Context: an optimization exercise on an open-source flow, tuned for small area. The choices shown serve that exercise and are no tape-out recipe. The RTL was checked by simulation tests, not by an equivalence proof against the original design.

--- design.v ---
module rbm_top (
    input clk,
    input reset,
    input stall,
    input [639:0] weights,
    input [79:0] visible_bias,
    input [79:0] hidden_bias,
    input [7:0] clamp0,
    input [7:0] clamp1,
    output [7:0] node_data,
    output [111:0] hidden_calc
);
    reg [31:0] lfsr_r, lfsr_u;
    reg [46:0] ext_r, ext_u;
    integer j;
    always @(*) begin
        ext_r = {lfsr_r, 15'd0};
        ext_u = {lfsr_u, 15'd0};
        for (j = 0; j < 15; j = j + 1) begin
            ext_r[14-j] = ~^(ext_r & ({32'h80200003, 15'd0} >> j));
            ext_u[14-j] = ^(ext_u & ({32'h80200003, 15'd0} >> j));
        end
    end
    always @(posedge clk) begin
        if (reset) begin
            lfsr_r <= 32'd1;
            lfsr_u <= 32'd1;
        end else begin
            lfsr_r <= ext_r[31:0];
            lfsr_u <= ext_u[31:0];
        end
    end
    wire [14:0] rnd1;
    wire [14:0] rnd2;
    wire [14:0] rnd3;
    wire [14:0] rnd4;
    wire [14:0] rnd5;
    wire [14:0] rnd6;
    wire [14:0] rnd7;
    wire [14:0] rnd8;
    wire [14:0] rnd9;
    wire [14:0] rnd10;
    wire [14:0] rnd11;
    wire [14:0] rnd12;
    wire [14:0] rnd13;
    wire [14:0] rnd14;
    wire [14:0] rnd15;
    wire [14:0] rnd16;
    assign rnd1 = lfsr_r[31:17];
    assign rnd2 = rnd1 ^ lfsr_u[30:16];
    assign rnd3 = rnd2 ^ lfsr_u[31:17];
    assign rnd4 = rnd2 ^ lfsr_u[29:15];
    assign rnd5 = rnd3 ^ lfsr_u[29:15];
    assign rnd7 = rnd1 ^ lfsr_u[29:15];
    assign rnd6 = rnd7 ^ lfsr_u[31:17];
    assign rnd8 = rnd5 ^ lfsr_u[28:14];
    assign rnd9 = rnd4 ^ lfsr_u[28:14];
    assign rnd10 = rnd7 ^ lfsr_u[28:14];
    assign rnd11 = rnd6 ^ lfsr_u[28:14];
    assign rnd12 = rnd1 ^ lfsr_u[28:14];
    assign rnd13 = rnd12 ^ lfsr_u[31:17];
    assign rnd14 = rnd3 ^ lfsr_u[28:14];
    assign rnd15 = rnd2 ^ lfsr_u[28:14];
    assign rnd16 = rnd11 ^ lfsr_u[27:13];
    reg [7:0] vis, hid;
    wire [7:0] vis_out, hid_out;
    always @(posedge clk) begin
        if (reset) begin
            vis <= 8'd0;
            hid <= 8'd0;
        end else if (!stall) begin
            vis <= (vis_out | clamp1) & ~clamp0;
            hid <= hid_out;
        end
    end
    assign node_data = vis;
    rbm_node vn0 (.clk(clk), .nodes(hid), .w({weights[70 +: 10], weights[60 +: 10], weights[50 +: 10], weights[40 +: 10], weights[30 +: 10], weights[20 +: 10], weights[10 +: 10], weights[0 +: 10]}), .bias(visible_bias[0 +: 10]), .rnd(rnd1), .new_val(vis_out[0]), .x());
    rbm_node vn1 (.clk(clk), .nodes(hid), .w({weights[150 +: 10], weights[140 +: 10], weights[130 +: 10], weights[120 +: 10], weights[110 +: 10], weights[100 +: 10], weights[90 +: 10], weights[80 +: 10]}), .bias(visible_bias[10 +: 10]), .rnd(rnd2), .new_val(vis_out[1]), .x());
    rbm_node vn2 (.clk(clk), .nodes(hid), .w({weights[230 +: 10], weights[220 +: 10], weights[210 +: 10], weights[200 +: 10], weights[190 +: 10], weights[180 +: 10], weights[170 +: 10], weights[160 +: 10]}), .bias(visible_bias[20 +: 10]), .rnd(rnd3), .new_val(vis_out[2]), .x());
    rbm_node vn3 (.clk(clk), .nodes(hid), .w({weights[310 +: 10], weights[300 +: 10], weights[290 +: 10], weights[280 +: 10], weights[270 +: 10], weights[260 +: 10], weights[250 +: 10], weights[240 +: 10]}), .bias(visible_bias[30 +: 10]), .rnd(rnd4), .new_val(vis_out[3]), .x());
    rbm_node vn4 (.clk(clk), .nodes(hid), .w({weights[390 +: 10], weights[380 +: 10], weights[370 +: 10], weights[360 +: 10], weights[350 +: 10], weights[340 +: 10], weights[330 +: 10], weights[320 +: 10]}), .bias(visible_bias[40 +: 10]), .rnd(rnd5), .new_val(vis_out[4]), .x());
    rbm_node vn5 (.clk(clk), .nodes(hid), .w({weights[470 +: 10], weights[460 +: 10], weights[450 +: 10], weights[440 +: 10], weights[430 +: 10], weights[420 +: 10], weights[410 +: 10], weights[400 +: 10]}), .bias(visible_bias[50 +: 10]), .rnd(rnd6), .new_val(vis_out[5]), .x());
    rbm_node vn6 (.clk(clk), .nodes(hid), .w({weights[550 +: 10], weights[540 +: 10], weights[530 +: 10], weights[520 +: 10], weights[510 +: 10], weights[500 +: 10], weights[490 +: 10], weights[480 +: 10]}), .bias(visible_bias[60 +: 10]), .rnd(rnd7), .new_val(vis_out[6]), .x());
    rbm_node vn7 (.clk(clk), .nodes(hid), .w({weights[630 +: 10], weights[620 +: 10], weights[610 +: 10], weights[600 +: 10], weights[590 +: 10], weights[580 +: 10], weights[570 +: 10], weights[560 +: 10]}), .bias(visible_bias[70 +: 10]), .rnd(rnd8), .new_val(vis_out[7]), .x());
    rbm_node hn0 (.clk(clk), .nodes(vis), .w({weights[560 +: 10], weights[480 +: 10], weights[400 +: 10], weights[320 +: 10], weights[240 +: 10], weights[160 +: 10], weights[80 +: 10], weights[0 +: 10]}), .bias(hidden_bias[0 +: 10]), .rnd(rnd9), .new_val(hid_out[0]), .x(hidden_calc[0 +: 14]));
    rbm_node hn1 (.clk(clk), .nodes(vis), .w({weights[570 +: 10], weights[490 +: 10], weights[410 +: 10], weights[330 +: 10], weights[250 +: 10], weights[170 +: 10], weights[90 +: 10], weights[10 +: 10]}), .bias(hidden_bias[10 +: 10]), .rnd(rnd10), .new_val(hid_out[1]), .x(hidden_calc[14 +: 14]));
    rbm_node hn2 (.clk(clk), .nodes(vis), .w({weights[580 +: 10], weights[500 +: 10], weights[420 +: 10], weights[340 +: 10], weights[260 +: 10], weights[180 +: 10], weights[100 +: 10], weights[20 +: 10]}), .bias(hidden_bias[20 +: 10]), .rnd(rnd11), .new_val(hid_out[2]), .x(hidden_calc[28 +: 14]));
    rbm_node hn3 (.clk(clk), .nodes(vis), .w({weights[590 +: 10], weights[510 +: 10], weights[430 +: 10], weights[350 +: 10], weights[270 +: 10], weights[190 +: 10], weights[110 +: 10], weights[30 +: 10]}), .bias(hidden_bias[30 +: 10]), .rnd(rnd12), .new_val(hid_out[3]), .x(hidden_calc[42 +: 14]));
    rbm_node hn4 (.clk(clk), .nodes(vis), .w({weights[600 +: 10], weights[520 +: 10], weights[440 +: 10], weights[360 +: 10], weights[280 +: 10], weights[200 +: 10], weights[120 +: 10], weights[40 +: 10]}), .bias(hidden_bias[40 +: 10]), .rnd(rnd13), .new_val(hid_out[4]), .x(hidden_calc[56 +: 14]));
    rbm_node hn5 (.clk(clk), .nodes(vis), .w({weights[610 +: 10], weights[530 +: 10], weights[450 +: 10], weights[370 +: 10], weights[290 +: 10], weights[210 +: 10], weights[130 +: 10], weights[50 +: 10]}), .bias(hidden_bias[50 +: 10]), .rnd(rnd14), .new_val(hid_out[5]), .x(hidden_calc[70 +: 14]));
    rbm_node hn6 (.clk(clk), .nodes(vis), .w({weights[620 +: 10], weights[540 +: 10], weights[460 +: 10], weights[380 +: 10], weights[300 +: 10], weights[220 +: 10], weights[140 +: 10], weights[60 +: 10]}), .bias(hidden_bias[60 +: 10]), .rnd(rnd15), .new_val(hid_out[6]), .x(hidden_calc[84 +: 14]));
    rbm_node hn7 (.clk(clk), .nodes(vis), .w({weights[630 +: 10], weights[550 +: 10], weights[470 +: 10], weights[390 +: 10], weights[310 +: 10], weights[230 +: 10], weights[150 +: 10], weights[70 +: 10]}), .bias(hidden_bias[70 +: 10]), .rnd(rnd16), .new_val(hid_out[7]), .x(hidden_calc[98 +: 14]));
endmodule
module rbm_node (
    input clk,
    input [7:0] nodes,
    input [79:0] w,
    input [9:0] bias,
    input [14:0] rnd,
    output new_val,
    output [13:0] x
);
    wire pp0_0 = nodes[0] & w[0];
    wire pp0_1 = nodes[0] & w[1];
    wire pp0_2 = nodes[0] & w[2];
    wire pp0_3 = nodes[0] & w[3];
    wire pp0_4 = nodes[0] & w[4];
    wire pp0_5 = nodes[0] & w[5];
    wire pp0_6 = nodes[0] & w[6];
    wire pp0_7 = nodes[0] & w[7];
    wire pp0_8 = nodes[0] & w[8];
    wire pp0_9 = ~(nodes[0] & w[9]);
    wire pp1_0 = nodes[1] & w[10];
    wire pp1_1 = nodes[1] & w[11];
    wire pp1_2 = nodes[1] & w[12];
    wire pp1_3 = nodes[1] & w[13];
    wire pp1_4 = nodes[1] & w[14];
    wire pp1_5 = nodes[1] & w[15];
    wire pp1_6 = nodes[1] & w[16];
    wire pp1_7 = nodes[1] & w[17];
    wire pp1_8 = nodes[1] & w[18];
    wire pp1_9 = ~(nodes[1] & w[19]);
    wire pp2_0 = nodes[2] & w[20];
    wire pp2_1 = nodes[2] & w[21];
    wire pp2_2 = nodes[2] & w[22];
    wire pp2_3 = nodes[2] & w[23];
    wire pp2_4 = nodes[2] & w[24];
    wire pp2_5 = nodes[2] & w[25];
    wire pp2_6 = nodes[2] & w[26];
    wire pp2_7 = nodes[2] & w[27];
    wire pp2_8 = nodes[2] & w[28];
    wire pp2_9 = ~(nodes[2] & w[29]);
    wire pp3_0 = nodes[3] & w[30];
    wire pp3_1 = nodes[3] & w[31];
    wire pp3_2 = nodes[3] & w[32];
    wire pp3_3 = nodes[3] & w[33];
    wire pp3_4 = nodes[3] & w[34];
    wire pp3_5 = nodes[3] & w[35];
    wire pp3_6 = nodes[3] & w[36];
    wire pp3_7 = nodes[3] & w[37];
    wire pp3_8 = nodes[3] & w[38];
    wire pp3_9 = ~(nodes[3] & w[39]);
    wire pp4_0 = nodes[4] & w[40];
    wire pp4_1 = nodes[4] & w[41];
    wire pp4_2 = nodes[4] & w[42];
    wire pp4_3 = nodes[4] & w[43];
    wire pp4_4 = nodes[4] & w[44];
    wire pp4_5 = nodes[4] & w[45];
    wire pp4_6 = nodes[4] & w[46];
    wire pp4_7 = nodes[4] & w[47];
    wire pp4_8 = nodes[4] & w[48];
    wire pp4_9 = ~(nodes[4] & w[49]);
    wire pp5_0 = nodes[5] & w[50];
    wire pp5_1 = nodes[5] & w[51];
    wire pp5_2 = nodes[5] & w[52];
    wire pp5_3 = nodes[5] & w[53];
    wire pp5_4 = nodes[5] & w[54];
    wire pp5_5 = nodes[5] & w[55];
    wire pp5_6 = nodes[5] & w[56];
    wire pp5_7 = nodes[5] & w[57];
    wire pp5_8 = nodes[5] & w[58];
    wire pp5_9 = ~(nodes[5] & w[59]);
    wire pp6_0 = nodes[6] & w[60];
    wire pp6_1 = nodes[6] & w[61];
    wire pp6_2 = nodes[6] & w[62];
    wire pp6_3 = nodes[6] & w[63];
    wire pp6_4 = nodes[6] & w[64];
    wire pp6_5 = nodes[6] & w[65];
    wire pp6_6 = nodes[6] & w[66];
    wire pp6_7 = nodes[6] & w[67];
    wire pp6_8 = nodes[6] & w[68];
    wire pp6_9 = ~(nodes[6] & w[69]);
    wire pp7_0 = nodes[7] & w[70];
    wire pp7_1 = nodes[7] & w[71];
    wire pp7_2 = nodes[7] & w[72];
    wire pp7_3 = nodes[7] & w[73];
    wire pp7_4 = nodes[7] & w[74];
    wire pp7_5 = nodes[7] & w[75];
    wire pp7_6 = nodes[7] & w[76];
    wire pp7_7 = nodes[7] & w[77];
    wire pp7_8 = nodes[7] & w[78];
    wire pp7_9 = ~(nodes[7] & w[79]);
    wire xfs0 = pp0_0 ^ pp1_0;
    wire fs0 = xfs0 ^ pp2_0;
    wire fc0 = (pp0_0 & pp1_0) | (pp2_0 & xfs0);
    wire xfs1 = pp0_1 ^ pp1_1;
    wire fs1 = xfs1 ^ pp2_1;
    wire fc1 = (pp0_1 & pp1_1) | (pp2_1 & xfs1);
    wire fs2 = pp3_1 ^ pp4_1;
    wire fc2 = pp3_1 & pp4_1;
    wire xfs3 = pp0_2 ^ pp1_2;
    wire fs3 = xfs3 ^ pp2_2;
    wire fc3 = (pp0_2 & pp1_2) | (pp2_2 & xfs3);
    wire xfs4 = pp3_2 ^ pp4_2;
    wire fs4 = xfs4 ^ pp5_2;
    wire fc4 = (pp3_2 & pp4_2) | (pp5_2 & xfs4);
    wire xfs5 = pp0_3 ^ pp1_3;
    wire fs5 = xfs5 ^ pp2_3;
    wire fc5 = (pp0_3 & pp1_3) | (pp2_3 & xfs5);
    wire xfs6 = pp3_3 ^ pp4_3;
    wire fs6 = xfs6 ^ pp5_3;
    wire fc6 = (pp3_3 & pp4_3) | (pp5_3 & xfs6);
    wire xfs7 = pp0_4 ^ pp1_4;
    wire fs7 = xfs7 ^ pp2_4;
    wire fc7 = (pp0_4 & pp1_4) | (pp2_4 & xfs7);
    wire xfs8 = pp3_4 ^ pp4_4;
    wire fs8 = xfs8 ^ pp5_4;
    wire fc8 = (pp3_4 & pp4_4) | (pp5_4 & xfs8);
    wire xfs9 = pp0_5 ^ pp1_5;
    wire fs9 = xfs9 ^ pp2_5;
    wire fc9 = (pp0_5 & pp1_5) | (pp2_5 & xfs9);
    wire xfs10 = pp3_5 ^ pp4_5;
    wire fs10 = xfs10 ^ pp5_5;
    wire fc10 = (pp3_5 & pp4_5) | (pp5_5 & xfs10);
    wire xfs11 = pp0_6 ^ pp1_6;
    wire fs11 = xfs11 ^ pp2_6;
    wire fc11 = (pp0_6 & pp1_6) | (pp2_6 & xfs11);
    wire xfs12 = pp3_6 ^ pp4_6;
    wire fs12 = xfs12 ^ pp5_6;
    wire fc12 = (pp3_6 & pp4_6) | (pp5_6 & xfs12);
    wire xfs13 = pp0_7 ^ pp1_7;
    wire fs13 = xfs13 ^ pp2_7;
    wire fc13 = (pp0_7 & pp1_7) | (pp2_7 & xfs13);
    wire xfs14 = pp3_7 ^ pp4_7;
    wire fs14 = xfs14 ^ pp5_7;
    wire fc14 = (pp3_7 & pp4_7) | (pp5_7 & xfs14);
    wire xfs15 = pp0_8 ^ pp1_8;
    wire fs15 = xfs15 ^ pp2_8;
    wire fc15 = (pp0_8 & pp1_8) | (pp2_8 & xfs15);
    wire xfs16 = pp3_8 ^ pp4_8;
    wire fs16 = xfs16 ^ pp5_8;
    wire fc16 = (pp3_8 & pp4_8) | (pp5_8 & xfs16);
    wire xfs17 = pp0_9 ^ pp1_9;
    wire fs17 = xfs17 ^ pp2_9;
    wire fc17 = (pp0_9 & pp1_9) | (pp2_9 & xfs17);
    wire xfs18 = pp3_9 ^ pp4_9;
    wire fs18 = xfs18 ^ pp5_9;
    wire fc18 = (pp3_9 & pp4_9) | (pp5_9 & xfs18);
    wire xfs19 = pp3_0 ^ pp4_0;
    wire fs19 = xfs19 ^ pp5_0;
    wire fc19 = (pp3_0 & pp4_0) | (pp5_0 & xfs19);
    wire xfs20 = pp5_1 ^ pp6_1;
    wire fs20 = xfs20 ^ pp7_1;
    wire fc20 = (pp5_1 & pp6_1) | (pp7_1 & xfs20);
    wire fs21 = fc0 ^ fs1;
    wire fc21 = fc0 & fs1;
    wire xfs22 = pp6_2 ^ pp7_2;
    wire fs22 = xfs22 ^ fc1;
    wire fc22 = (pp6_2 & pp7_2) | (fc1 & xfs22);
    wire xfs23 = fc2 ^ fs3;
    wire fs23 = xfs23 ^ fs4;
    wire fc23 = (fc2 & fs3) | (fs4 & xfs23);
    wire xfs24 = pp6_3 ^ pp7_3;
    wire fs24 = xfs24 ^ fc3;
    wire fc24 = (pp6_3 & pp7_3) | (fc3 & xfs24);
    wire xfs25 = fc4 ^ fs5;
    wire fs25 = xfs25 ^ fs6;
    wire fc25 = (fc4 & fs5) | (fs6 & xfs25);
    wire xfs26 = pp6_4 ^ pp7_4;
    wire fs26 = xfs26 ^ fc5;
    wire fc26 = (pp6_4 & pp7_4) | (fc5 & xfs26);
    wire xfs27 = fc6 ^ fs7;
    wire fs27 = xfs27 ^ fs8;
    wire fc27 = (fc6 & fs7) | (fs8 & xfs27);
    wire xfs28 = pp6_5 ^ pp7_5;
    wire fs28 = xfs28 ^ fc7;
    wire fc28 = (pp6_5 & pp7_5) | (fc7 & xfs28);
    wire xfs29 = fc8 ^ fs9;
    wire fs29 = xfs29 ^ fs10;
    wire fc29 = (fc8 & fs9) | (fs10 & xfs29);
    wire xfs30 = pp6_6 ^ pp7_6;
    wire fs30 = xfs30 ^ fc9;
    wire fc30 = (pp6_6 & pp7_6) | (fc9 & xfs30);
    wire xfs31 = fc10 ^ fs11;
    wire fs31 = xfs31 ^ fs12;
    wire fc31 = (fc10 & fs11) | (fs12 & xfs31);
    wire xfs32 = pp6_7 ^ pp7_7;
    wire fs32 = xfs32 ^ fc11;
    wire fc32 = (pp6_7 & pp7_7) | (fc11 & xfs32);
    wire xfs33 = fc12 ^ fs13;
    wire fs33 = xfs33 ^ fs14;
    wire fc33 = (fc12 & fs13) | (fs14 & xfs33);
    wire xfs34 = pp6_8 ^ pp7_8;
    wire fs34 = xfs34 ^ fc13;
    wire fc34 = (pp6_8 & pp7_8) | (fc13 & xfs34);
    wire xfs35 = fc14 ^ fs15;
    wire fs35 = xfs35 ^ fs16;
    wire fc35 = (fc14 & fs15) | (fs16 & xfs35);
    wire xfs36 = pp6_9 ^ pp7_9;
    wire fs36 = xfs36 ^ fc15;
    wire fc36 = (pp6_9 & pp7_9) | (fc15 & xfs36);
    wire xfs37 = fc16 ^ fs17;
    wire fs37 = xfs37 ^ fs18;
    wire fc37 = (fc16 & fs17) | (fs18 & xfs37);
    wire fs38 = pp6_0 ^ pp7_0;
    wire fc38 = pp6_0 & pp7_0;
    wire xfs39 = fs2 ^ fc19;
    wire fs39 = xfs39 ^ fs20;
    wire fc39 = (fs2 & fc19) | (fs20 & xfs39);
    wire xfs40 = fc20 ^ fc21;
    wire fs40 = xfs40 ^ fs22;
    wire fc40 = (fc20 & fc21) | (fs22 & xfs40);
    wire xfs41 = fc22 ^ fc23;
    wire fs41 = xfs41 ^ fs24;
    wire fc41 = (fc22 & fc23) | (fs24 & xfs41);
    wire xfs42 = fc24 ^ fc25;
    wire fs42 = xfs42 ^ fs26;
    wire fc42 = (fc24 & fc25) | (fs26 & xfs42);
    wire xfs43 = fc26 ^ fc27;
    wire fs43 = xfs43 ^ fs28;
    wire fc43 = (fc26 & fc27) | (fs28 & xfs43);
    wire xfs44 = fc28 ^ fc29;
    wire fs44 = xfs44 ^ fs30;
    wire fc44 = (fc28 & fc29) | (fs30 & xfs44);
    wire xfs45 = fc30 ^ fc31;
    wire fs45 = xfs45 ^ fs32;
    wire fc45 = (fc30 & fc31) | (fs32 & xfs45);
    wire xfs46 = fc32 ^ fc33;
    wire fs46 = xfs46 ^ fs34;
    wire fc46 = (fc32 & fc33) | (fs34 & xfs46);
    wire xfs47 = fc34 ^ fc35;
    wire fs47 = xfs47 ^ fs36;
    wire fc47 = (fc34 & fc35) | (fs36 & xfs47);
    wire xfs48 = fc17 ^ fc18;
    wire fs48 = xfs48 ^ fc36;
    wire fc48 = (fc17 & fc18) | (fc36 & xfs48);
    wire fs49 = fs0 ^ fs19;
    wire fc49 = fs0 & fs19;
    wire xfs50 = fs21 ^ fc38;
    wire fs50 = xfs50 ^ fs39;
    wire fc50 = (fs21 & fc38) | (fs39 & xfs50);
    wire xfs51 = fs23 ^ fc39;
    wire fs51 = xfs51 ^ fs40;
    wire fc51 = (fs23 & fc39) | (fs40 & xfs51);
    wire xfs52 = fs25 ^ fc40;
    wire fs52 = xfs52 ^ fs41;
    wire fc52 = (fs25 & fc40) | (fs41 & xfs52);
    wire xfs53 = fs27 ^ fc41;
    wire fs53 = xfs53 ^ fs42;
    wire fc53 = (fs27 & fc41) | (fs42 & xfs53);
    wire xfs54 = fs29 ^ fc42;
    wire fs54 = xfs54 ^ fs43;
    wire fc54 = (fs29 & fc42) | (fs43 & xfs54);
    wire xfs55 = fs31 ^ fc43;
    wire fs55 = xfs55 ^ fs44;
    wire fc55 = (fs31 & fc43) | (fs44 & xfs55);
    wire xfs56 = fs33 ^ fc44;
    wire fs56 = xfs56 ^ fs45;
    wire fc56 = (fs33 & fc44) | (fs45 & xfs56);
    wire xfs57 = fs35 ^ fc45;
    wire fs57 = xfs57 ^ fs46;
    wire fc57 = (fs35 & fc45) | (fs46 & xfs57);
    wire xfs58 = fs37 ^ fc46;
    wire fs58 = xfs58 ^ fs47;
    wire fc58 = (fs37 & fc46) | (fs47 & xfs58);
    wire xfs59 = fc37 ^ fc47;
    wire fs59 = xfs59 ^ fs48;
    wire fc59 = (fc37 & fc47) | (fs48 & xfs59);
    wire fs60 = fs38 ^ fs49;
    wire fc60 = fs38 & fs49;
    wire xfs61 = fc49 ^ fs50;
    wire fs61 = xfs61 ^ fc60;
    wire fc61 = (fc49 & fs50) | (fc60 & xfs61);
    wire xfs62 = fc50 ^ fs51;
    wire fs62 = xfs62 ^ fc61;
    wire fc62 = (fc50 & fs51) | (fc61 & xfs62);
    wire xfs63 = fc51 ^ fs52;
    wire fs63 = xfs63 ^ fc62;
    wire fc63 = (fc51 & fs52) | (fc62 & xfs63);
    wire xfs64 = fc52 ^ fs53;
    wire fs64 = xfs64 ^ fc63;
    wire fc64 = (fc52 & fs53) | (fc63 & xfs64);
    wire xfs65 = fc53 ^ fs54;
    wire fs65 = xfs65 ^ fc64;
    wire fc65 = (fc53 & fs54) | (fc64 & xfs65);
    wire xfs66 = fc54 ^ fs55;
    wire fs66 = xfs66 ^ fc65;
    wire fc66 = (fc54 & fs55) | (fc65 & xfs66);
    wire xfs67 = fc55 ^ fs56;
    wire fs67 = xfs67 ^ fc66;
    wire fc67 = (fc55 & fs56) | (fc66 & xfs67);
    wire xfs68 = fc56 ^ fs57;
    wire fs68 = xfs68 ^ fc67;
    wire fc68 = (fc56 & fs57) | (fc67 & xfs68);
    wire xfs69 = fc57 ^ fs58;
    wire fs69 = xfs69 ^ fc68;
    wire fc69 = (fc57 & fs58) | (fc68 & xfs69);
    wire xfs70 = fc58 ^ fs59;
    wire fs70 = xfs70 ^ fc69;
    wire fc70 = (fc58 & fs59) | (fc69 & xfs70);
    wire xfs71 = fc48 ^ fc59;
    wire fs71 = xfs71 ^ fc70;
    wire fc71 = (fc48 & fc59) | (fc70 & xfs71);
    wire [12:0] tsum = {fc71, fs71, fs70, fs69, fs68, fs67, fs66, fs65, fs64, fs63, fs62, fs61, fs60};
    reg [12:0] tacc;
    always @(posedge clk) tacc <= tsum;
    wire [12:0] s = {~tacc[12], tacc[11:0]};
    wire [9:0] bc;
    assign bc[0] = 1'b0;
    genvar g;
    for (g = 0; g < 9; g = g + 1) begin : badd
        wire hx = s[g] ^ bias[g];
        assign x[g] = hx ^ bc[g];
        assign bc[g+1] = (s[g] & bias[g]) | (bc[g] & hx);
    end
    wire [4:0] shi = {s[12], s[12:9]};
    wire [4:0] shi_p = shi + 5'd1;
    wire [4:0] shi_m = shi - 5'd1;
    wire c9 = bc[9];
    assign x[13:9] = (c9 == bias[9]) ? shi : (c9 ? shi_p : shi_m);
    wire neg = x[13];
    wire [9:0] pre;
    assign pre[0] = 1'b0;
    for (g = 0; g < 9; g = g + 1) begin : por
        assign pre[g+1] = pre[g] | x[g];
    end
    wire [8:0] mag = x[8:0] ^ ({9{neg}} & pre[8:0]);
    wire sat = neg ? (~&x[12:9] | ~pre[9]) : (|x[12:9]);
    wire [7:0] idx = mag[8:1];
    wire [14:0] lut;
    wire lut1;
    sig_lut tab (.idx(idx), .lut(lut), .lut1(lut1));
    wire [14:0] rc = rnd ^ {15{neg}};
    wire gt = sat | lut1 | (lut > rc);
    assign new_val = gt ^ neg;
endmodule
module sig_lut (
    input [7:0] idx,
    output [14:0] lut,
    output lut1
);
    wire new_n26;
    wire new_n27;
    wire new_n28;
    wire new_n29;
    wire new_n30;
    wire new_n31;
    wire new_n32;
    wire new_n33;
    wire new_n34;
    wire new_n35;
    wire new_n36;
    wire new_n37;
    wire new_n38;
    wire new_n39;
    wire new_n40;
    wire new_n41;
    wire new_n42;
    wire new_n43;
    wire new_n44;
    wire new_n45;
    wire new_n46;
    wire new_n47;
    wire new_n48;
    wire new_n49;
    wire new_n50;
    wire new_n51;
    wire new_n52;
    wire new_n53;
    wire new_n54;
    wire new_n55;
    wire new_n56;
    wire new_n57;
    wire new_n58;
    wire new_n59;
    wire new_n60;
    wire new_n61;
    wire new_n62;
    wire new_n63;
    wire new_n64;
    wire new_n65;
    wire new_n66;
    wire new_n67;
    wire new_n68;
    wire new_n69;
    wire new_n70;
    wire new_n71;
    wire new_n72;
    wire new_n73;
    wire new_n74;
    wire new_n75;
    wire new_n76;
    wire new_n77;
    wire new_n78;
    wire new_n79;
    wire new_n80;
    wire new_n81;
    wire new_n82;
    wire new_n83;
    wire new_n84;
    wire new_n85;
    wire new_n86;
    wire new_n87;
    wire new_n88;
    wire new_n89;
    wire new_n90;
    wire new_n91;
    wire new_n92;
    wire new_n93;
    wire new_n94;
    wire new_n95;
    wire new_n96;
    wire new_n97;
    wire new_n98;
    wire new_n99;
    wire new_n100;
    wire new_n101;
    wire new_n102;
    wire new_n103;
    wire new_n104;
    wire new_n105;
    wire new_n106;
    wire new_n107;
    wire new_n108;
    wire new_n109;
    wire new_n110;
    wire new_n111;
    wire new_n112;
    wire new_n113;
    wire new_n114;
    wire new_n115;
    wire new_n116;
    wire new_n117;
    wire new_n118;
    wire new_n119;
    wire new_n120;
    wire new_n121;
    wire new_n123;
    wire new_n124;
    wire new_n125;
    wire new_n126;
    wire new_n127;
    wire new_n128;
    wire new_n129;
    wire new_n130;
    wire new_n131;
    wire new_n132;
    wire new_n133;
    wire new_n134;
    wire new_n135;
    wire new_n136;
    wire new_n137;
    wire new_n138;
    wire new_n139;
    wire new_n140;
    wire new_n141;
    wire new_n142;
    wire new_n143;
    wire new_n144;
    wire new_n145;
    wire new_n146;
    wire new_n147;
    wire new_n148;
    wire new_n149;
    wire new_n150;
    wire new_n151;
    wire new_n152;
    wire new_n153;
    wire new_n154;
    wire new_n155;
    wire new_n156;
    wire new_n157;
    wire new_n158;
    wire new_n159;
    wire new_n160;
    wire new_n161;
    wire new_n162;
    wire new_n163;
    wire new_n164;
    wire new_n165;
    wire new_n166;
    wire new_n167;
    wire new_n168;
    wire new_n169;
    wire new_n170;
    wire new_n171;
    wire new_n172;
    wire new_n173;
    wire new_n174;
    wire new_n175;
    wire new_n176;
    wire new_n177;
    wire new_n178;
    wire new_n179;
    wire new_n180;
    wire new_n181;
    wire new_n182;
    wire new_n183;
    wire new_n184;
    wire new_n185;
    wire new_n186;
    wire new_n187;
    wire new_n188;
    wire new_n189;
    wire new_n191;
    wire new_n192;
    wire new_n193;
    wire new_n194;
    wire new_n195;
    wire new_n196;
    wire new_n197;
    wire new_n198;
    wire new_n199;
    wire new_n200;
    wire new_n201;
    wire new_n202;
    wire new_n203;
    wire new_n204;
    wire new_n205;
    wire new_n206;
    wire new_n207;
    wire new_n208;
    wire new_n209;
    wire new_n210;
    wire new_n211;
    wire new_n212;
    wire new_n213;
    wire new_n214;
    wire new_n215;
    wire new_n216;
    wire new_n217;
    wire new_n218;
    wire new_n219;
    wire new_n220;
    wire new_n221;
    wire new_n222;
    wire new_n223;
    wire new_n224;
    wire new_n225;
    wire new_n226;
    wire new_n227;
    wire new_n228;
    wire new_n229;
    wire new_n231;
    wire new_n232;
    wire new_n233;
    wire new_n234;
    wire new_n235;
    wire new_n236;
    wire new_n237;
    wire new_n238;
    wire new_n239;
    wire new_n240;
    wire new_n241;
    wire new_n242;
    wire new_n243;
    wire new_n244;
    wire new_n245;
    wire new_n246;
    wire new_n247;
    wire new_n248;
    wire new_n249;
    wire new_n250;
    wire new_n251;
    wire new_n252;
    wire new_n253;
    wire new_n254;
    wire new_n255;
    wire new_n256;
    wire new_n257;
    wire new_n258;
    wire new_n259;
    wire new_n260;
    wire new_n261;
    wire new_n262;
    wire new_n263;
    wire new_n264;
    wire new_n265;
    wire new_n266;
    wire new_n268;
    wire new_n269;
    wire new_n270;
    wire new_n271;
    wire new_n272;
    wire new_n273;
    wire new_n274;
    wire new_n275;
    wire new_n276;
    wire new_n277;
    wire new_n278;
    wire new_n279;
    wire new_n280;
    wire new_n281;
    wire new_n282;
    wire new_n283;
    wire new_n284;
    wire new_n285;
    wire new_n286;
    wire new_n287;
    wire new_n288;
    wire new_n289;
    wire new_n290;
    wire new_n291;
    wire new_n292;
    wire new_n293;
    wire new_n295;
    wire new_n296;
    wire new_n297;
    wire new_n298;
    wire new_n299;
    wire new_n300;
    wire new_n301;
    wire new_n302;
    wire new_n303;
    wire new_n304;
    wire new_n305;
    wire new_n306;
    wire new_n307;
    wire new_n308;
    wire new_n309;
    wire new_n310;
    wire new_n311;
    wire new_n312;
    wire new_n313;
    wire new_n314;
    wire new_n315;
    wire new_n316;
    wire new_n317;
    wire new_n318;
    wire new_n319;
    wire new_n320;
    wire new_n321;
    wire new_n322;
    wire new_n323;
    wire new_n325;
    wire new_n326;
    wire new_n327;
    wire new_n328;
    wire new_n329;
    wire new_n330;
    wire new_n331;
    wire new_n332;
    wire new_n333;
    wire new_n334;
    wire new_n335;
    wire new_n336;
    wire new_n337;
    wire new_n338;
    wire new_n339;
    wire new_n340;
    wire new_n341;
    wire new_n342;
    wire new_n343;
    wire new_n344;
    wire new_n345;
    wire new_n346;
    wire new_n347;
    wire new_n349;
    wire new_n350;
    wire new_n351;
    wire new_n352;
    wire new_n353;
    wire new_n354;
    wire new_n355;
    wire new_n356;
    wire new_n357;
    wire new_n358;
    wire new_n359;
    wire new_n360;
    wire new_n361;
    wire new_n362;
    wire new_n363;
    wire new_n364;
    wire new_n365;
    wire new_n366;
    wire new_n368;
    wire new_n369;
    wire new_n370;
    wire new_n371;
    wire new_n372;
    wire new_n373;
    wire new_n374;
    wire new_n375;
    wire new_n376;
    wire new_n377;
    wire new_n378;
    wire new_n380;
    wire new_n381;
    wire new_n382;
    wire new_n383;
    wire new_n384;
    wire new_n385;
    wire new_n386;
    wire new_n387;
    wire new_n388;
    wire new_n389;
    wire new_n390;
    wire new_n391;
    wire new_n392;
    wire new_n393;
    wire new_n394;
    wire new_n395;
    wire new_n397;
    wire new_n398;
    wire new_n399;
    wire new_n400;
    wire new_n401;
    wire new_n402;
    wire new_n403;
    wire new_n404;
    wire new_n405;
    wire new_n406;
    wire new_n408;
    wire new_n409;
    wire new_n410;
    wire new_n411;
    wire new_n412;
    wire new_n414;
    wire new_n415;
    wire new_n416;
    wire new_n419;
    wire new_n420;
    assign new_n26 = ~idx[0] & idx[1];
    assign new_n27 = ~idx[1] & idx[2];
    assign new_n28 = idx[1] & ~idx[2];
    assign new_n29 = ~new_n27 & ~new_n28;
    assign new_n30 = idx[0] & new_n29;
    assign new_n31 = ~new_n26 & ~new_n30;
    assign new_n32 = ~idx[3] & new_n31;
    assign new_n33 = ~idx[2] & idx[3];
    assign new_n34 = ~idx[4] & ~new_n33;
    assign new_n35 = idx[1] & idx[3];
    assign new_n36 = idx[0] & ~idx[4];
    assign new_n37 = ~new_n35 & new_n36;
    assign new_n38 = ~new_n34 & ~new_n37;
    assign new_n39 = ~new_n32 & ~new_n38;
    assign new_n40 = idx[0] & idx[1];
    assign new_n41 = ~idx[0] & ~idx[1];
    assign new_n42 = ~new_n40 & ~new_n41;
    assign new_n43 = ~new_n26 & new_n33;
    assign new_n44 = idx[2] & new_n42;
    assign new_n45 = ~idx[0] & ~idx[3];
    assign new_n46 = ~new_n44 & ~new_n45;
    assign new_n47 = idx[1] & idx[2];
    assign new_n48 = new_n45 & new_n47;
    assign new_n49 = ~new_n46 & ~new_n48;
    assign new_n50 = ~new_n43 & ~new_n49;
    assign new_n51 = ~idx[1] & idx[3];
    assign new_n52 = idx[0] & idx[2];
    assign new_n53 = ~idx[3] & ~new_n52;
    assign new_n54 = ~new_n47 & new_n53;
    assign new_n55 = ~new_n51 & ~new_n54;
    assign new_n56 = ~idx[2] & ~idx[3];
    assign new_n57 = ~idx[1] & new_n56;
    assign new_n58 = ~new_n55 & ~new_n57;
    assign new_n59 = ~new_n50 & new_n58;
    assign new_n60 = ~new_n27 & ~new_n59;
    assign new_n61 = new_n42 & ~new_n60;
    assign new_n62 = ~idx[1] & ~idx[2];
    assign new_n63 = ~idx[3] & ~new_n62;
    assign new_n64 = ~new_n61 & new_n63;
    assign new_n65 = idx[0] & idx[3];
    assign new_n66 = ~new_n47 & new_n65;
    assign new_n67 = idx[4] & ~new_n66;
    assign new_n68 = ~new_n64 & new_n67;
    assign new_n69 = ~new_n39 & ~new_n68;
    assign new_n70 = idx[5] & ~new_n69;
    assign new_n71 = idx[2] & idx[3];
    assign new_n72 = idx[1] & new_n71;
    assign new_n73 = ~new_n56 & ~new_n72;
    assign new_n74 = ~new_n51 & new_n73;
    assign new_n75 = ~new_n62 & ~new_n74;
    assign new_n76 = ~new_n46 & ~new_n75;
    assign new_n77 = idx[4] & ~new_n76;
    assign new_n78 = ~new_n43 & new_n77;
    assign new_n79 = idx[3] & ~new_n62;
    assign new_n80 = new_n42 & new_n79;
    assign new_n81 = idx[0] & ~new_n73;
    assign new_n82 = ~idx[2] & new_n51;
    assign new_n83 = ~new_n81 & ~new_n82;
    assign new_n84 = ~new_n79 & ~new_n83;
    assign new_n85 = ~new_n80 & ~new_n84;
    assign new_n86 = ~idx[4] & ~new_n85;
    assign new_n87 = ~new_n78 & ~new_n86;
    assign new_n88 = ~idx[5] & ~new_n87;
    assign new_n89 = idx[6] & ~new_n88;
    assign new_n90 = ~new_n70 & new_n89;
    assign new_n91 = new_n60 & ~new_n71;
    assign new_n92 = ~new_n66 & ~new_n91;
    assign new_n93 = ~idx[5] & ~idx[6];
    assign new_n94 = ~idx[4] & new_n93;
    assign new_n95 = new_n92 & new_n94;
    assign new_n96 = idx[5] & ~idx[6];
    assign new_n97 = idx[4] & ~new_n57;
    assign new_n98 = ~idx[2] & new_n65;
    assign new_n99 = ~new_n44 & ~new_n98;
    assign new_n100 = new_n97 & new_n99;
    assign new_n101 = ~idx[4] & ~new_n56;
    assign new_n102 = new_n50 & new_n101;
    assign new_n103 = ~new_n100 & ~new_n102;
    assign new_n104 = new_n96 & ~new_n103;
    assign new_n105 = idx[4] & ~idx[5];
    assign new_n106 = ~idx[6] & new_n105;
    assign new_n107 = new_n83 & new_n106;
    assign new_n108 = ~idx[7] & ~new_n107;
    assign new_n109 = ~new_n104 & new_n108;
    assign new_n110 = ~new_n95 & new_n109;
    assign new_n111 = ~new_n90 & new_n110;
    assign new_n112 = ~idx[2] & ~new_n40;
    assign new_n113 = ~idx[3] & ~new_n112;
    assign new_n114 = idx[4] & ~new_n113;
    assign new_n115 = ~new_n40 & new_n71;
    assign new_n116 = ~idx[4] & ~new_n115;
    assign new_n117 = ~new_n42 & ~new_n65;
    assign new_n118 = new_n116 & ~new_n117;
    assign new_n119 = ~new_n114 & ~new_n118;
    assign new_n120 = idx[7] & new_n93;
    assign new_n121 = ~new_n119 & new_n120;
    assign lut[0] = ~new_n111 & ~new_n121;
    assign new_n123 = ~idx[0] & new_n62;
    assign new_n124 = ~new_n56 & ~new_n76;
    assign new_n125 = ~new_n123 & ~new_n124;
    assign new_n126 = ~idx[0] & ~new_n28;
    assign new_n127 = idx[3] & ~new_n126;
    assign new_n128 = ~new_n125 & ~new_n127;
    assign new_n129 = idx[1] & ~idx[3];
    assign new_n130 = ~new_n51 & ~new_n129;
    assign new_n131 = new_n92 & ~new_n130;
    assign new_n132 = idx[0] & new_n74;
    assign new_n133 = ~idx[3] & new_n112;
    assign new_n134 = ~new_n41 & new_n133;
    assign new_n135 = ~new_n27 & ~new_n134;
    assign new_n136 = ~new_n132 & new_n135;
    assign new_n137 = ~new_n131 & new_n136;
    assign new_n138 = ~idx[4] & new_n137;
    assign new_n139 = ~new_n128 & ~new_n138;
    assign new_n140 = idx[5] & ~new_n139;
    assign new_n141 = ~new_n61 & ~new_n71;
    assign new_n142 = ~new_n29 & new_n127;
    assign new_n143 = ~idx[4] & ~idx[5];
    assign new_n144 = ~new_n142 & new_n143;
    assign new_n145 = ~new_n141 & new_n144;
    assign new_n146 = ~new_n47 & new_n79;
    assign new_n147 = new_n105 & ~new_n146;
    assign new_n148 = ~new_n134 & new_n147;
    assign new_n149 = ~idx[6] & ~new_n148;
    assign new_n150 = ~new_n145 & new_n149;
    assign new_n151 = ~new_n140 & new_n150;
    assign new_n152 = ~new_n57 & new_n116;
    assign new_n153 = ~new_n37 & ~new_n152;
    assign new_n154 = ~new_n43 & ~new_n153;
    assign new_n155 = idx[2] & new_n41;
    assign new_n156 = ~new_n30 & ~new_n155;
    assign new_n157 = ~idx[3] & new_n156;
    assign new_n158 = idx[4] & ~new_n51;
    assign new_n159 = ~new_n157 & new_n158;
    assign new_n160 = idx[5] & ~new_n159;
    assign new_n161 = ~new_n154 & new_n160;
    assign new_n162 = idx[3] & new_n112;
    assign new_n163 = idx[4] & ~new_n162;
    assign new_n164 = idx[0] & new_n71;
    assign new_n165 = new_n163 & ~new_n164;
    assign new_n166 = ~idx[3] & ~new_n126;
    assign new_n167 = new_n165 & ~new_n166;
    assign new_n168 = ~idx[5] & ~idx[7];
    assign new_n169 = new_n35 & new_n52;
    assign new_n170 = new_n101 & ~new_n169;
    assign new_n171 = idx[0] & ~new_n62;
    assign new_n172 = ~new_n123 & ~new_n171;
    assign new_n173 = idx[3] & ~new_n172;
    assign new_n174 = ~new_n47 & ~new_n173;
    assign new_n175 = new_n170 & ~new_n174;
    assign new_n176 = new_n168 & ~new_n175;
    assign new_n177 = ~new_n167 & new_n176;
    assign new_n178 = ~idx[6] & ~idx[7];
    assign new_n179 = ~new_n177 & ~new_n178;
    assign new_n180 = ~new_n161 & new_n179;
    assign new_n181 = ~new_n151 & ~new_n180;
    assign new_n182 = ~idx[2] & ~new_n41;
    assign new_n183 = new_n116 & ~new_n182;
    assign new_n184 = idx[3] & ~new_n183;
    assign new_n185 = ~new_n155 & ~new_n182;
    assign new_n186 = ~idx[4] & ~new_n185;
    assign new_n187 = new_n93 & ~new_n186;
    assign new_n188 = ~new_n184 & new_n187;
    assign new_n189 = idx[7] & ~new_n188;
    assign lut[1] = new_n181 | new_n189;
    assign new_n191 = ~new_n92 & new_n112;
    assign new_n192 = ~new_n52 & new_n143;
    assign new_n193 = ~new_n191 & new_n192;
    assign new_n194 = ~new_n42 & ~new_n72;
    assign new_n195 = ~new_n133 & new_n194;
    assign new_n196 = new_n105 & new_n195;
    assign new_n197 = ~idx[0] & ~new_n27;
    assign new_n198 = ~new_n75 & ~new_n197;
    assign new_n199 = idx[4] & ~new_n198;
    assign new_n200 = ~new_n33 & new_n42;
    assign new_n201 = ~new_n38 & ~new_n200;
    assign new_n202 = ~new_n199 & ~new_n201;
    assign new_n203 = idx[5] & ~new_n202;
    assign new_n204 = ~new_n196 & ~new_n203;
    assign new_n205 = ~new_n193 & new_n204;
    assign new_n206 = new_n178 & ~new_n205;
    assign new_n207 = idx[6] & ~idx[7];
    assign new_n208 = ~idx[0] & new_n63;
    assign new_n209 = ~idx[4] & ~new_n208;
    assign new_n210 = ~new_n127 & new_n209;
    assign new_n211 = ~new_n77 & ~new_n210;
    assign new_n212 = ~new_n146 & ~new_n211;
    assign new_n213 = new_n142 & new_n209;
    assign new_n214 = ~new_n212 & ~new_n213;
    assign new_n215 = idx[5] & ~new_n214;
    assign new_n216 = new_n49 & new_n105;
    assign new_n217 = ~new_n45 & ~new_n129;
    assign new_n218 = ~new_n175 & new_n217;
    assign new_n219 = ~new_n28 & ~new_n218;
    assign new_n220 = new_n28 & new_n218;
    assign new_n221 = new_n143 & ~new_n220;
    assign new_n222 = ~new_n219 & new_n221;
    assign new_n223 = ~new_n216 & ~new_n222;
    assign new_n224 = ~new_n215 & new_n223;
    assign new_n225 = new_n207 & ~new_n224;
    assign new_n226 = new_n94 & ~new_n169;
    assign new_n227 = ~new_n54 & new_n226;
    assign new_n228 = idx[7] & ~new_n227;
    assign new_n229 = ~new_n225 & ~new_n228;
    assign lut[2] = new_n206 | ~new_n229;
    assign new_n231 = new_n55 & new_n165;
    assign new_n232 = ~new_n64 & new_n157;
    assign new_n233 = new_n37 & ~new_n232;
    assign new_n234 = ~new_n231 & ~new_n233;
    assign new_n235 = idx[5] & ~new_n234;
    assign new_n236 = new_n130 & new_n143;
    assign new_n237 = ~new_n171 & new_n236;
    assign new_n238 = idx[2] & ~new_n169;
    assign new_n239 = new_n105 & ~new_n238;
    assign new_n240 = ~new_n237 & ~new_n239;
    assign new_n241 = ~new_n235 & new_n240;
    assign new_n242 = new_n178 & ~new_n241;
    assign new_n243 = idx[3] & ~new_n27;
    assign new_n244 = ~new_n99 & new_n243;
    assign new_n245 = idx[4] & ~new_n244;
    assign new_n246 = ~new_n57 & new_n156;
    assign new_n247 = idx[3] & ~new_n57;
    assign new_n248 = ~new_n246 & ~new_n247;
    assign new_n249 = new_n245 & ~new_n248;
    assign new_n250 = ~idx[5] & ~new_n249;
    assign new_n251 = ~idx[1] & new_n198;
    assign new_n252 = new_n35 & ~new_n126;
    assign new_n253 = ~idx[4] & ~new_n252;
    assign new_n254 = ~new_n251 & new_n253;
    assign new_n255 = idx[4] & ~new_n79;
    assign new_n256 = ~new_n56 & new_n255;
    assign new_n257 = idx[5] & ~new_n256;
    assign new_n258 = ~new_n254 & new_n257;
    assign new_n259 = ~new_n250 & ~new_n258;
    assign new_n260 = ~new_n44 & ~new_n82;
    assign new_n261 = new_n143 & ~new_n260;
    assign new_n262 = new_n207 & ~new_n261;
    assign new_n263 = ~new_n259 & new_n262;
    assign new_n264 = idx[7] & new_n94;
    assign new_n265 = new_n54 & new_n264;
    assign new_n266 = ~new_n263 & ~new_n265;
    assign lut[3] = ~new_n242 & new_n266;
    assign new_n268 = new_n105 & ~new_n137;
    assign new_n269 = idx[5] & ~new_n255;
    assign new_n270 = ~new_n183 & new_n269;
    assign new_n271 = ~new_n54 & ~new_n173;
    assign new_n272 = new_n143 & ~new_n271;
    assign new_n273 = ~new_n270 & ~new_n272;
    assign new_n274 = ~new_n268 & new_n273;
    assign new_n275 = idx[6] & ~new_n274;
    assign new_n276 = ~idx[4] & ~new_n72;
    assign new_n277 = new_n168 & new_n276;
    assign new_n278 = new_n53 & ~new_n62;
    assign new_n279 = new_n277 & ~new_n278;
    assign new_n280 = idx[4] & new_n59;
    assign new_n281 = ~idx[4] & ~new_n71;
    assign new_n282 = ~new_n41 & new_n281;
    assign new_n283 = ~idx[4] & new_n56;
    assign new_n284 = idx[5] & ~new_n283;
    assign new_n285 = ~new_n282 & new_n284;
    assign new_n286 = ~new_n280 & new_n285;
    assign new_n287 = new_n42 & new_n243;
    assign new_n288 = new_n105 & ~new_n287;
    assign new_n289 = ~new_n32 & new_n288;
    assign new_n290 = ~idx[6] & ~new_n289;
    assign new_n291 = ~new_n286 & new_n290;
    assign new_n292 = ~idx[7] & ~new_n291;
    assign new_n293 = ~new_n279 & ~new_n292;
    assign lut[4] = new_n275 | new_n293;
    assign new_n295 = new_n31 & ~new_n59;
    assign new_n296 = ~new_n66 & ~new_n295;
    assign new_n297 = new_n105 & ~new_n296;
    assign new_n298 = ~new_n51 & ~new_n182;
    assign new_n299 = new_n210 & new_n298;
    assign new_n300 = idx[2] & new_n46;
    assign new_n301 = ~idx[3] & new_n42;
    assign new_n302 = idx[4] & ~new_n301;
    assign new_n303 = ~new_n300 & new_n302;
    assign new_n304 = idx[5] & ~new_n303;
    assign new_n305 = ~new_n299 & new_n304;
    assign new_n306 = new_n29 & new_n143;
    assign new_n307 = ~new_n173 & new_n306;
    assign new_n308 = ~new_n305 & ~new_n307;
    assign new_n309 = ~new_n297 & new_n308;
    assign new_n310 = ~idx[6] & ~new_n309;
    assign new_n311 = idx[0] & ~new_n86;
    assign new_n312 = ~new_n65 & ~new_n85;
    assign new_n313 = new_n143 & ~new_n312;
    assign new_n314 = ~new_n311 & new_n313;
    assign new_n315 = idx[3] & ~new_n123;
    assign new_n316 = new_n112 & ~new_n315;
    assign new_n317 = ~new_n47 & ~new_n316;
    assign new_n318 = idx[4] & ~new_n317;
    assign new_n319 = idx[5] & ~new_n170;
    assign new_n320 = idx[6] & ~new_n319;
    assign new_n321 = ~new_n318 & new_n320;
    assign new_n322 = ~new_n314 & new_n321;
    assign new_n323 = ~new_n310 & ~new_n322;
    assign lut[5] = idx[7] | new_n323;
    assign new_n325 = new_n34 & new_n60;
    assign new_n326 = new_n53 & ~new_n59;
    assign new_n327 = new_n245 & ~new_n326;
    assign new_n328 = new_n96 & ~new_n327;
    assign new_n329 = ~new_n325 & new_n328;
    assign new_n330 = ~idx[4] & ~new_n66;
    assign new_n331 = ~new_n62 & new_n330;
    assign new_n332 = idx[3] & new_n31;
    assign new_n333 = idx[2] & ~new_n26;
    assign new_n334 = ~idx[3] & ~new_n333;
    assign new_n335 = idx[4] & ~new_n334;
    assign new_n336 = ~new_n332 & new_n335;
    assign new_n337 = ~new_n331 & ~new_n336;
    assign new_n338 = new_n93 & ~new_n337;
    assign new_n339 = idx[4] & ~new_n133;
    assign new_n340 = ~new_n315 & new_n339;
    assign new_n341 = ~new_n146 & ~new_n301;
    assign new_n342 = new_n143 & ~new_n341;
    assign new_n343 = ~new_n284 & ~new_n342;
    assign new_n344 = ~new_n340 & new_n343;
    assign new_n345 = idx[6] & ~new_n344;
    assign new_n346 = ~idx[7] & ~new_n345;
    assign new_n347 = ~new_n338 & new_n346;
    assign lut[6] = new_n329 | ~new_n347;
    assign new_n349 = ~new_n72 & new_n163;
    assign new_n350 = ~new_n232 & new_n349;
    assign new_n351 = new_n236 & ~new_n333;
    assign new_n352 = new_n93 & ~new_n351;
    assign new_n353 = ~new_n350 & new_n352;
    assign new_n354 = ~new_n112 & ~new_n124;
    assign new_n355 = new_n276 & ~new_n354;
    assign new_n356 = idx[4] & new_n315;
    assign new_n357 = new_n168 & ~new_n356;
    assign new_n358 = ~new_n355 & new_n357;
    assign new_n359 = ~new_n178 & ~new_n358;
    assign new_n360 = ~idx[4] & ~new_n65;
    assign new_n361 = ~new_n248 & new_n360;
    assign new_n362 = idx[4] & ~new_n252;
    assign new_n363 = ~new_n157 & new_n362;
    assign new_n364 = new_n96 & ~new_n363;
    assign new_n365 = ~new_n361 & new_n364;
    assign new_n366 = ~new_n359 & ~new_n365;
    assign lut[7] = new_n353 | ~new_n366;
    assign new_n368 = ~new_n51 & ~new_n232;
    assign new_n369 = ~idx[4] & ~new_n368;
    assign new_n370 = ~new_n71 & new_n77;
    assign new_n371 = new_n96 & ~new_n370;
    assign new_n372 = ~new_n369 & new_n371;
    assign new_n373 = new_n106 & ~new_n246;
    assign new_n374 = new_n93 & new_n152;
    assign new_n375 = ~new_n133 & new_n277;
    assign new_n376 = ~new_n178 & ~new_n375;
    assign new_n377 = ~new_n374 & ~new_n376;
    assign new_n378 = ~new_n373 & new_n377;
    assign lut[8] = new_n372 | ~new_n378;
    assign new_n380 = ~idx[3] & ~new_n172;
    assign new_n381 = new_n330 & ~new_n380;
    assign new_n382 = idx[3] & ~new_n47;
    assign new_n383 = ~new_n80 & new_n382;
    assign new_n384 = idx[4] & ~new_n383;
    assign new_n385 = ~new_n232 & new_n384;
    assign new_n386 = ~new_n381 & ~new_n385;
    assign new_n387 = new_n93 & ~new_n386;
    assign new_n388 = new_n133 & new_n277;
    assign new_n389 = ~new_n178 & ~new_n388;
    assign new_n390 = idx[4] & ~new_n125;
    assign new_n391 = ~new_n47 & new_n278;
    assign new_n392 = new_n34 & ~new_n391;
    assign new_n393 = new_n96 & ~new_n392;
    assign new_n394 = ~new_n390 & new_n393;
    assign new_n395 = ~new_n389 & ~new_n394;
    assign lut[9] = new_n387 | ~new_n395;
    assign new_n397 = idx[5] & ~new_n124;
    assign new_n398 = ~new_n162 & ~new_n391;
    assign new_n399 = ~idx[5] & ~new_n398;
    assign new_n400 = idx[4] & ~new_n399;
    assign new_n401 = ~new_n397 & new_n400;
    assign new_n402 = new_n143 & new_n195;
    assign new_n403 = idx[5] & new_n281;
    assign new_n404 = ~new_n54 & new_n403;
    assign new_n405 = new_n178 & ~new_n404;
    assign new_n406 = ~new_n402 & new_n405;
    assign lut[10] = new_n401 | ~new_n406;
    assign new_n408 = ~new_n56 & new_n185;
    assign new_n409 = new_n143 & ~new_n408;
    assign new_n410 = new_n63 & new_n105;
    assign new_n411 = ~new_n403 & ~new_n410;
    assign new_n412 = ~new_n409 & new_n411;
    assign lut[11] = ~new_n178 | new_n412;
    assign new_n414 = ~idx[4] & ~new_n315;
    assign new_n415 = ~new_n97 & ~new_n414;
    assign new_n416 = ~idx[6] & new_n168;
    assign lut[12] = new_n415 | ~new_n416;
    assign lut[13] = new_n97 | ~new_n416;
    assign new_n419 = idx[5] & new_n97;
    assign new_n420 = ~idx[6] & ~new_n419;
    assign lut1 = idx[7] & ~new_n420;
    assign lut[14] = 1'b1;
endmodule
--- run.sh ---
#!/bin/bash
# synth_recipe.tcl (not shown) runs the flow's synth.tcl, then flattens the netlist and writes it again
# the make line also repeats each setting of config.mk as NAME=value (left out here)
make -C /OpenROAD-flow-scripts/flow DESIGN_CONFIG=/design/flow/config.mk WORK_HOME=/design/flow/orfs CLKGATE_MAP_FILE= SYNTH_SCRIPT=/design/flow/synth_recipe.tcl finish
--- config.mk ---
export PLATFORM = sky130hd
export DESIGN_NAME = rbm_top
export DESIGN_NICKNAME = rbm_top
export VERILOG_FILES = /design/flow/design.v
export SDC_FILE = /design/flow/constraint.sdc
export NUM_CORES = 4
export LEC_CHECK = 0
export ABC_AREA = 1
export CAP_MARGIN = 20
export CORE_MARGIN = 2
export CORE_UTILIZATION = 40
export SLEW_MARGIN = 20
--- constraint.sdc ---
create_clock -name core_clock -period 11.0 [get_ports {clk}]
set_input_delay 2.2000 -clock core_clock [delete_from_list [all_inputs] [get_ports {clk}]]
set_output_delay 2.2000 -clock core_clock [all_outputs]
set_load 0.01 [all_outputs]
==> impl_metrics.csv <==
group,metric,value,unit
run_status,status,"finished clean",
cells_and_area,drive_gt1_share,9.11,%
timing,slew_headroom,15.3,%
setup_path,path_common_cell,"fa_1",
synth,ys.flop_type,"dfxtp_1",
setup_path,critPathLaunchType,"primary input",
floorplan,die_area,0.219,sq mm
clock_tree,tritoncts,"done",
synth,yosysWarningCount,2,
setup_path,path_class,"in2reg",
global_route,grt_pass1_vias,98500,
synth,ys_ff_latch,288,
floorplan,die_w,468,um
route,dr.pass1.iters,12,
setup_path,worstPathArrival,11220,ps
synth,syn_area_per_cell,6.95,sq um
route,vias,99300,
global_route,grt_max_degree,63,
clock_tree,cts_root_buf,"clkbuf_16",
synth,synth_nets,15000,
timing,holdWs,402,ps
floorplan,core-area,0.214,sq mm
route,wl,564000,um
placed_design,dpl.hpwl,478000,um
setup_path,cp_slowest_cell,"o211ai_1",
cells_and_area,nets,16300,
setup_path,rrSetupSlack,2010,ps
global_route,antenna_found_initial,117,
setup_path,reg2reg_from,"hn0.tacc[0]",
setup_path,worstPathMaxFanout,18,
synth,seq_area_frac_synth,6.71,%
placed_design,gp_congestion,1.22,
synth,netlist_area,0.0860,sq mm
timing,final_max_slew_viol_count,0,
floorplan,io_pins,939,
synth,async_reset_ff_share,0,%
route,vias_per_cell,5.96,
clock_tree,h-tree-depth,2,
clock_tree,clock-sinks,288,
timing,period_minus_slack,10580,ps
synth,synth-edff-count,0,
setup_path,r2r-end,"hid[0]",
clock_tree,clk_latency,770,ps
timing,fin_skew,84.6,ps
route,ant_nets,0,
synth,ys_types,76,
clock_tree,cts_buffers,46,
synth,syn_inst,12400,
flow_run,maxCapViolations,0,
timing,post-route-period-util,96.2,%
synth,synth_top_area_share,28.3,%
timing,clock.fmax,94.5,MHz
timing,tightest_slew,1270,ps
cells_and_area,final_common_cell,"nand2_1",
route,drc,0,
setup_path,reg2reg_depth,40,
synth,synth_area_leaders,"fa_1 (28%), nand2_1 (14%), inv_1 (10%)",
setup_path,slowest_delay,450,ps
global_route,grt_pass1_wl,767000,um
clock_tree,clk_pin_slew_worst_paths,80,ps
timing,finalHoldViolCount,0,
placed_design,place_inst,16500,
cells_and_area,final_cell_mix,"nand2_1 (3208), inv_1 (2317), fa_1 (1214)",
cells_and_area,fill_cells,21400,
setup_path,crit_path_start,"hidden_bias[0]",
clock_tree,cts_buffer_depth,3,
global_route,grt_overflow,0,
timing,fin_setup_tns,0,ps
cells_and_area,post-route-util,48.7,%
route,routedWlPerCell,33.8,um
worst_hold_path,min_path_type,"reg2reg",
setup_path,critPathCapture,"hid[0]",
cells_and_area,area_growth_syn_to_layout,21.4,%
setup_path,required,11640,ps
route,drt_iter0_drc,14300,
floorplan,dieHeight,468,um
global_route,grt_use_total,50.6,%
floorplan,core.rowCount,170,
placed_design,io_buffers,938,
cells_and_area,stdcell_count,16700,
timing,setup_viol_count_final,0,
setup_path,cp-end-kind,"flop",
floorplan,initial_core_util,40.1,%
synth,synth_area_leader_cell,"fa_1",
## registers in the layout, indices dropped and copies added, names as in the netlist
signal,count
vn4.tacc,13
vn0.tacc,13
hn1.tacc,13
vn7.tacc,13
vn1.tacc,13
vn5.tacc,13
vis,8
vn3.tacc,13
vn2.tacc,13
hn4.tacc,13
hn5.tacc,13
hid,8
hn7.tacc,13
hn0.tacc,13
hn2.tacc,13
vn6.tacc,13
hn6.tacc,13
hn3.tacc,13
lfsr_r,32
lfsr_u,32
## cell type report
class                   instances  area, sq um  share of cell area, %
clock inverters                22          191                  0.183
inverters                    2435         9150                   8.76
multi-input cells            9274        69400                   66.5
clock buffers                  62         1340                   1.28
flip-flops and latches        288         5820                   5.58
diodes                        105          263                  0.252
well taps                    2838         3550                   3.40
repair buffers               1633        14700                   14.1
## synth_stat cells (23+ instances only)
library cell  number
a211oi_1          23
a21oi_1          478
a31oi_1           88
buf_2            109
buf_4             35
clkbuf_1         196
dfxtp_1          288
fa_1            1216
ha_1             592
inv_1           2319
inv_2            107
nand2_1         3208
nand2_2          124
nand2_4           27
nand3_1          675
nand3_2           30
nand3b_1          38
nand4_1          136
nor2_1           737
nor2_2            43
nor3_1            66
o211ai_1         115
o21ai_0          562
o21ai_1          120
o22ai_1           35
o311ai_0          35
o31ai_1           49
or2_2             23
xnor2_1          161
xor2_1           417
xor2_2            38
## how the worst min path moves through the flow
stage	startpoint	to	cells after the start	slack, ps
floorplan	lfsr_r[2]	lfsr_r[17]	2	390
global placement	lfsr_u[2]	lfsr_u[17]	2	390
detailed placement	lfsr_u[2]	lfsr_u[17]	2	390
CTS	lfsr_u[2]	lfsr_u[17]	2	400
global route	lfsr_r[5]	lfsr_r[20]	2	430
finish	lfsr_u[2]	lfsr_u[17]	2	400
## worst max-delay path: cells and delay by family
family / cells / cell delay [ps]
adder cells (fa/ha/maj): 12 / 4490
buffers and inverters: 5 / 860
XOR/XNOR: 2 / 350
AO/OA/AOI/OAI: 8 / 1660
AND/OR/NAND/NOR: 14 / 1650
## stage by stage
stage	cell area (sq um)	setup slack, ps
finish	104000	423
global route	104000	-32.1
CTS	104000	173
detailed placement	103000	-583
global placement	103000	-431
floorplan	86000	1170
## cells by family after synthesis
family	Yosys count	share of synthesized area, %
simple gates	5175	25.6
xor+xnor	633	7.02
flops	288	6.71
buf+inv	2805	12.7
fa+ha+maj	1808	36.9
compound gates	1658	11.1
## layer usage
layer | vias up | wire length, um | GRT usage, %
met5 | - | 430 | 0.769
met3 | 2500 | 80100 | 22.4
met1 | 47300 | 184000 | 54.3
li1 | 41100 | - | -
met4 | 52 | 75200 | 52.5
met2 | 8286 | 224000 | 71.7
## timing repair
item,in CTS,in global routing
endpoints found under the setup margin,0,4
setup buffers,0,0
hold buffers,0,0
endpoints found under the hold margin,0,0
resized for setup,0,13

==> afterwards: timing with drivers on the ports <==
No port has a modelled driver above. Below, the same layout with a new extraction and two added sets of constraints.
Step 1: set_driving_cell puts a clkbuf_16 on clk and a buf_2 on each other input, an assumption about the parent block.
Step 2 times the ports against the registers' clock, not the clock port: input delays grow and output delays shrink by t, the midpoint of the rising clock arrivals with the driver on.
Three values: no drivers, after step 1, after step 2; two values: the first two.
t (ns): 0.835
setup slack, ns: 0.423 / 0.427 / -0.325
worst slew at a driven data input, ns: 0.26
With both steps, setup timing fails in this run, where it was met with ideal ports. The setup slack of this run moves by +0.004 ns with the drivers and by -0.748 ns with both steps.
